Background: an optimization exercise with open tools, aiming at small area and a short achievable clock period. Do not read the settings as production practice. Function was checked by simulation only, so behaviour that the tests miss may differ from the original.

Design multiply_accumulate, start of the top module:
module multiply_accumulate(
  clk,
  aresetn,
  reset,
  data,
  multi,
  result,
  overflow
);
  parameter I_OPP_W = 16;
  parameter O_OPP_W = 2 * I_OPP_W;
  input clk;
  input aresetn;
  input reset;
  input [I_OPP_W - 1:0] data;
  input [I_OPP_W - 1:0] multi;
  output reg [O_OPP_W - 1:0] result;
  output reg overflow;
  wire [16:0] bx = {multi, 1'b0};
  wire [7:0] one, two, neg;
  genvar g;
  generate for (g = 0; g < 8; g = g + 1) begin : enc
    assign one[g] = bx[2*g+1] ^ bx[2*g];
    assign two[g] = (bx[2*g+2] & ~bx[2*g+1] & ~bx[2*g]) | (~bx[2*g+2] & bx[2*g+1] & bx[2*g]);
    assign neg[g] = bx[2*g+2];
  end endgenerate
  wire [31:0] prod;
  multiplier_int u0(.clk(clk), .a(data), .one(one), .two(two), .neg(neg), .b(multi), .p(prod));
  localparam ND = 15;
  reg [30:0] pd [0:ND-2];
  integer i;
  always @(posedge clk) begin
    pd[0] <= prod[30:0];
    for (i = 1; i < ND - 1; i = i + 1)
      pd[i] <= pd[i-1];
  end
  wire [30:0] pp = pd[ND-2];
  wire [31:0] pfull = {pp[30] & (|pp[29:0]), pp};
  reg [4:0] cnt;
  reg [31:0] q;
  always @(posedge clk, negedge aresetn) begin
    if (aresetn == 0) begin
      cnt <= 0;
      q <= 0;
    end else begin
      if (cnt != 5'd16)
        cnt <= cnt + 5'd1;
      q <= (cnt == 5'd16) ? pfull : 32'd0;
    end
  end
  always @(posedge clk, negedge aresetn) begin
    if (aresetn == 0) begin
      result <= 0;
      overflow <= 0;
    end else if (reset == 1) begin
      result <= 0;
      overflow <= 0;
    end else begin
      result <= result + q;
      overflow <= result[O_OPP_W - 1] ^ q[31];
    end
  end
endmodule
export LEC_CHECK = 0
export CAP_MARGIN = 20
export CORE_MARGIN = 2
export CORE_UTILIZATION = 65
export CTS_BUF_LIST = sky130_fd_sc_hd__clkbuf_8
export CTS_CLUSTER_DIAMETER = 40
export CTS_CLUSTER_SIZE = 20
export SETUP_SLACK_MARGIN = 2.2
export SLEW_MARGIN = 20
export TNS_END_PERCENT = 0
create_clock -name core_clock -period 4.5 [get_ports {clk}]
standard.sh (not shown) runs the stock make flow with config.mk's settings and CLKGATE_MAP_FILE= SYNTH_SCRIPT=/design/flow/synth_recipe.tcl, a recipe that flattens the netlist after the stock synthesis.
==> flow/flow/run.sh <==
#!/bin/bash
export BUFFER_PORTS_ARGS="-buffer_cell sky130_fd_sc_hd__buf_1"
bash standard.sh > standard.log 2>&1
==> next run, changes <==
==> flow/flow/run.sh (replaced) <==
#!/bin/bash
# The standard layout (standard.sh), with these changes to how it is made:
# - synthesis runs flow/synth.tcl: the standard flow's synthesis script, with ABC mapping
#   the logic for delay (flow/abc_delay.script);
# - Yosys does not map full/half adders to the library's fa/ha cells
#   (ADDER_MAP_FILE empty), so ABC maps that logic too;
# - port buffers are sky130_fd_sc_hd__buf_1, the smallest buffer.
export MY_FLOW_DIR=$PWD/flow
bash standard.sh "SYNTH_SCRIPT=$PWD/flow/synth.tcl" "ADDER_MAP_FILE=" \
  "BUFFER_PORTS_ARGS=-buffer_cell sky130_fd_sc_hd__buf_1" finish > standard.log 2>&1
==> flow/flow/abc_delay.script (new file) <==
&get -n
&st
&dch
&nf -D 1500
&put
buffer -c
topo
stime -c
upsize -c -D 1500
dnsize -c -D 1500
==> flow/flow/synth.tcl (new file) <==
# The standard flow's synthesis script (synth_recipe.tcl, which runs ORFS's synth.tcl) with
# one change: ABC maps the combinational logic with flow/abc_delay.script, a
# delay-driven script, instead of ORFS's abc_speed.script.  Registers are
# mapped before ABC runs and are not changed by it.
proc abc {args} {
  set i [lsearch -exact $args -script]
  if {$i >= 0} {
    set args [lreplace $args [expr {$i + 1}] [expr {$i + 1}] $::env(MY_FLOW_DIR)/abc_delay.script]
  }
  puts "flow/synth.tcl: abc $args"
  yosys abc {*}$args
}
source $::env(MY_FLOW_DIR)/../synth_recipe.tcl
Settings changed: CTS_CLUSTER_DIAMETER 40 to 60, CTS_CLUSTER_SIZE 20 to 15.
=>
- count of clock-buffer cells in the layout falls by 9
- non-clock buffer count falls by 10
- final cell count rises by 7.2%
- final area falls by 1.0%
- synthesized cell count rises by 10%
- wire length rises by 16%
- critical path depth falls by 1
- die area rises by 2.4%
- core utilization falls by 2.7 points
==> next run, changes <==
==> flow/run.sh (new file) <==
#!/bin/bash
# synth_recipe.tcl (not shown) runs the flow's synth.tcl, then flattens the netlist and writes it again
# the make line also repeats each setting of config.mk as NAME=value (left out here)
make -C /OpenROAD-flow-scripts/flow DESIGN_CONFIG=/design/flow/config.mk WORK_HOME=/design/flow/orfs CLKGATE_MAP_FILE= SYNTH_SCRIPT=/design/flow/synth_recipe.tcl finish
Settings changed: SETUP_SLACK_MARGIN 2.2 to 2.0, TNS_END_PERCENT 0 to 1.
removed: flow/flow/run.sh
removed: flow/flow/abc_delay.script
removed: flow/flow/synth.tcl
removed: flow/standard.sh
The new run finished with timing, DRC and antenna clean. Cell area came out higher by 0.83%. Final cell count decreases by 7.8%. Via count came out lower by about 9%. Register-to-register slack got worse by 40 ps.
==> next run, changes <==
==> flow/flow/run.sh (new file) <==
#!/bin/bash
# The standard layout (standard.sh), with these changes to how it is made:
# - synthesis runs flow/synth.tcl: the standard flow's synthesis script, with ABC mapping
#   the logic for delay (flow/abc_delay.script);
# - Yosys does not map full/half adders to the library's fa/ha cells
#   (ADDER_MAP_FILE empty), so ABC maps that logic too;
# - port buffers are sky130_fd_sc_hd__buf_1, the smallest buffer.
export MY_FLOW_DIR=$PWD/flow
bash standard.sh "SYNTH_SCRIPT=$PWD/flow/synth.tcl" "ADDER_MAP_FILE=" \
  "BUFFER_PORTS_ARGS=-buffer_cell sky130_fd_sc_hd__buf_1" finish > standard.log 2>&1
==> flow/flow/abc_delay.script (new file) <==
strash
&get -n
&st
&dch -f
&nf -D 1500
&put
buffer -c
topo
upsize -c -D 1500
dnsize -c -D 1500
==> flow/flow/synth.tcl (new file) <==
# The standard flow's synthesis script (synth_recipe.tcl, which runs ORFS's synth.tcl) with
# one change: ABC maps the combinational logic with flow/abc_delay.script, a
# delay-driven script, instead of ORFS's abc_speed.script.  Registers are
# mapped before ABC runs and are not changed by it.
proc abc {args} {
  set i [lsearch -exact $args -script]
  if {$i >= 0} {
    set args [lreplace $args [expr {$i + 1}] [expr {$i + 1}] $::env(MY_FLOW_DIR)/abc_delay.script]
  }
  puts "flow/synth.tcl: abc $args"
  yosys abc {*}$args
}
source $::env(MY_FLOW_DIR)/../synth_recipe.tcl
==> flow/standard.sh (new file) <==
#!/bin/bash
# synth_recipe.tcl (not shown) runs the flow's synth.tcl, then flattens the netlist and writes it again
# the make line also repeats each setting of config.mk as NAME=value (left out here)
make -C /OpenROAD-flow-scripts/flow DESIGN_CONFIG=/design/flow/config.mk WORK_HOME=/design/flow/orfs CLKGATE_MAP_FILE= SYNTH_SCRIPT=/design/flow/synth_recipe.tcl "${@:-finish}"
Settings changed: SETUP_SLACK_MARGIN 2.0 to 2.5, TNS_END_PERCENT 1 to 0.
removed: flow/run.sh
After rerunning: The new run completed without violations. Final area rose by about 3.4%. Non-clock buffer count went up by 6. Global-route usage rises by 2.2 points. Fmax went up by about 3.6%. Die area grows by about 5%. Hold slack got worse by 77 ps. Routed wire length rose by about 20%. First-iteration DRC count goes down by about 13%. Setup slack improved by 92 ps.

-- afterwards: timing with drivers on the ports --
Ports are ideal in the flow. The routed layouts listed here were re-timed in OpenROAD.
Step 1: set_driving_cell puts a clkbuf_16 on clk and a buf_2 on each other input, an assumption about the parent block.
Step 2 adds t to the input delays and takes it off the output delays; t is the mean of the earliest and latest rising clock arrival at the registers after step 1. Input paths then give back, and output paths get back, about the clock's delay inside the block.
Slacks: ideal ports / drivers / drivers and shift; pairs: ideal ports / drivers.
run	shift t [ns]	setup WS [ns]	pins driven straight from the clock port
the first run	0.704	1.835 / 1.835 / 1.835	1
the second run	0.695	1.913 / 1.913 / 1.913	1
the third run	0.661	1.877 / 1.877 / 1.678	1
the fourth run	0.704	1.969 / 1.969 / 1.969	1
After both steps setup and hold are still met in every run listed. The setup slack of the third run, which loses most, moves by 0.000 ns with the drivers and by -0.199 ns with both steps.
